Context: an optimization exercise on an open-source flow, tuned for small area, a short achievable clock period and few clock cycles per item. The choices shown serve that exercise and are no tape-out recipe.
Where RTL was checked, it was by simulation tests only, not by an equivalence proof against the original.

==> job 7277: inputs <==
// multiplier
module multiplier #(MANT_BITS=23, EXP_BITS=8)(
	input wire clk,
	input wire reset_n,
	input wire input_valid,
	input logic [EXP_BITS+MANT_BITS:0] in_a,
	input logic [EXP_BITS+MANT_BITS:0] in_b,
	output logic [EXP_BITS+MANT_BITS:0] data_out,
	output logic output_valid
);
clock: 8.0 ns
lec_check: 0
cap_margin: 20
core_margin: 2
core_utilization: 40
setup_slack_margin: 2.0
slew_margin: 20
synth_hierarchical: 1
run.sh (not shown) runs the stock make flow with config.mk's settings and CLKGATE_MAP_FILE= SYNTH_SCRIPT=/design/flow/synth_recipe.tcl, a recipe that flattens the netlist after the stock synthesis.
==> inputs of job 3602, as changes to job 7277 <==
--- a/flow/design.v
+++ b/flow/design.v
@@ -1620,18 +1620,18 @@
 	mul_fa us1583 (c1414, s1497, c1496, s1583, c1584);
 	wire s1585, c1586;
 	mul_fa us1585 (c1416, s1499, c1498, s1585, c1586);
 	wire s1587, c1588;
 	mul_fa us1587 (pp552, pp575, c1500, s1587, c1588);
-wire [16:0] lo_sum = {1'b0, {c1526, c1524, c1522, c1520, c1518, c1516, c1514, c1512, c1510, c1508, c1506, c1504, c1502, pp49, pp2, pp1}} + {1'b0, {s1527, s1525, s1523, s1521, s1519, s1517, s1515, s1513, s1511, s1509, s1507, s1505, s1503, s1501, pp25, 1'b0}};
-logic [31:0] ra, rb;
+wire [12:0] lo_sum = {1'b0, {c1518, c1516, c1514, c1512, c1510, c1508, c1506, c1504, c1502, pp49, pp2, pp1}} + {1'b0, {s1519, s1517, s1515, s1513, s1511, s1509, s1507, s1505, s1503, s1501, pp25, 1'b0}};
+logic [35:0] ra, rb;
 logic rc;
 logic sgn, inf_r, zero_r;
 always_ff @(posedge clk) begin
-	ra <= {1'b0, pp576, s1587, s1585, c1582, s1581, c1578, c1576, c1574, s1573, c1570, c1568, c1566, c1564, c1562, s1561, c1558, c1556, c1554, c1552, c1550, c1548, c1546, c1544, c1542, c1540, c1538, c1536, c1534, c1532, c1530, c1528};
-	rb <= {1'b0, c1588, c1586, c1584, s1583, c1580, s1579, s1577, s1575, c1572, s1571, s1569, s1567, s1565, s1563, c1560, s1559, s1557, s1555, s1553, s1551, s1549, s1547, s1545, s1543, s1541, s1539, s1537, s1535, s1533, s1531, s1529};
-	rc <= lo_sum[16];
+	ra <= {1'b0, pp576, s1587, s1585, c1582, s1581, c1578, c1576, c1574, s1573, c1570, c1568, c1566, c1564, c1562, s1561, c1558, c1556, c1554, c1552, c1550, c1548, c1546, c1544, c1542, c1540, c1538, c1536, c1534, c1532, c1530, c1528, c1526, c1524, c1522, c1520};
+	rb <= {1'b0, c1588, c1586, c1584, s1583, c1580, s1579, s1577, s1575, c1572, s1571, s1569, s1567, s1565, s1563, c1560, s1559, s1557, s1555, s1553, s1551, s1549, s1547, s1545, s1543, s1541, s1539, s1537, s1535, s1533, s1531, s1529, s1527, s1525, s1523, s1521};
+	rc <= lo_sum[12];
 	sgn <= in_a[31] ^ in_b[31];
 	inf_r <= (ea == 8'hff) || (eb == 8'hff) || (esum >= 10'd382);
 	zero_r <= (za && in_a[22:0] == 0) || (zb && in_b[22:0] == 0) || (esum < 10'd128);
 	if (st == IDLE) begin
 		e <= 9'(esum - 10'd127);
@@ -1650,15 +1650,15 @@
 			SHIFT: if (!shifting) st <= MUL;
 			default: st <= IDLE;
 		endcase
 	end
 end
-wire [32:0] ps = {ra, 1'b1} + {rb, rc};    
-wire [31:0] p = ps[32:1];                     
-wire p47 = p[31];
-wire p46 = p[30];
-wire [22:0] mo = p47 ? p[30:8] : p[29:7];
+wire [36:0] ps = {ra, 1'b1} + {rb, rc};    
+wire [35:0] p = ps[36:1];                     
+wire p47 = p[35];
+wire p46 = p[34];
+wire [22:0] mo = p47 ? p[34:12] : p[33:11];
 wire [7:0] e1 = e[7:0] + 8'd1;
 wire [7:0] eo = p47 ? e1 : (s126_r && !p46) ? 8'd0 : e[7:0];
 assign data_out = {sgn, inf_r ? {8'hff, 23'd0} : zero_r ? 31'd0 : {eo, mo}};
 endmodule
 module mul_fa(input a, input b, input c, output s, output co);
==> flow/flow/run.sh (new file) <==
#!/bin/bash
set -euo pipefail
export BUFFER_PORTS_ARGS="-buffer_cell sky130_fd_sc_hd__buf_4"
bash standard.sh > standard.log 2>&1
==> flow/standard.sh (new file) <==
#!/bin/bash
# synth_recipe.tcl (not shown) runs the flow's synth.tcl, then flattens the netlist and writes it again
# the make line also repeats each setting of config.mk as NAME=value (left out here)
make -C /OpenROAD-flow-scripts/flow DESIGN_CONFIG=/design/flow/config.mk WORK_HOME=/design/flow/orfs CLKGATE_MAP_FILE= SYNTH_SCRIPT=/design/flow/synth_recipe.tcl "${@:-finish}"
- CORE_UTILIZATION: 40 -> 65
removed: flow/run.sh
==> results_dict.tcl <==
set metrics [dict create \
    met1_length_mm 22.14 \
    drive_gt1_share_pct 13.05 \
    row_count 63 \
    rr_worst_depth 12 \
    clk_pin_slew_ns 0.09 \
    grt_max_degree 46 \
    cts_resized 0 \
    cp-startpoint "in_a[7]" \
    synth-xor-area-share_pct 1.550 \
    drtIter0Drc 1383 \
    outcome "complete, no violations" \
    vias 16014 \
    p_clk_share_pct 7.1 \
    cp-endpoint "rb[16]" \
    power_switching_share_pct 49.77 \
    layout_common_cells "nor2_1 (647), fa_1 (484), buf_4 (163)" \
    nWellTaps 390 \
    p_seq_share_pct 15.0 \
]
The numbers above come from job 3602.

==> results_dict.tcl <==
set metrics [dict create \
    outcome "complete, no violations" \
    layout_common_cells "nor2_1 (632), fa_1 (482), clkdlybuf4s50_1 (95)" \
    p_comb_share_pct 78.5 \
    row_count 80 \
    synth-xor-area-share_pct 1.626 \
    nWellTaps 615 \
    grt_max_degree 61 \
    power_switching_share_pct 48.71 \
    p_clk_share_pct 7.5 \
    cp-endpoint "rc" \
    p_seq_share_pct 14.0 \
    clk_pin_slew_ns 0.10 \
]
The numbers above come from job 7277.

Testbench counts of job 7277, summed over its fixed seeds: cycles 3,200, items 3,200.
For job 3602, only the layout was checked, not whether the RTL still works.

[port drivers added, routing unchanged]
The results above use ideal ports. As a check the final layouts listed here were re-extracted and re-timed, cells and wires unchanged.
Step 1: set_driving_cell puts a clkbuf_16 on clk and a buf_2 on each other input, an assumption about the parent block.
Step 2 adds t to the input delays and takes it off the output delays; t is the mean of the earliest and latest rising clock arrival at the registers after step 1. Input paths then give back, and output paths get back, about the clock's delay inside the block.
Slacks: no drivers / after step 1 / after step 2; pairs: no drivers / after step 1.
| run | t (ns) | setup WS [ns] | clock arrival spread, ns |
|---|---|---|---|
| job 7277 | 0.458 | 1.962 / 1.992 / 1.534 | 0.022 / 0.021 |
| job 3602 | 0.441 | 2.088 / 2.107 / 1.666 | 0.020 / 0.021 |
After both steps every run listed still meets setup and hold. The setup slack of job 7277, which loses most, moves by +0.030 ns with the drivers and by -0.428 ns with both steps.
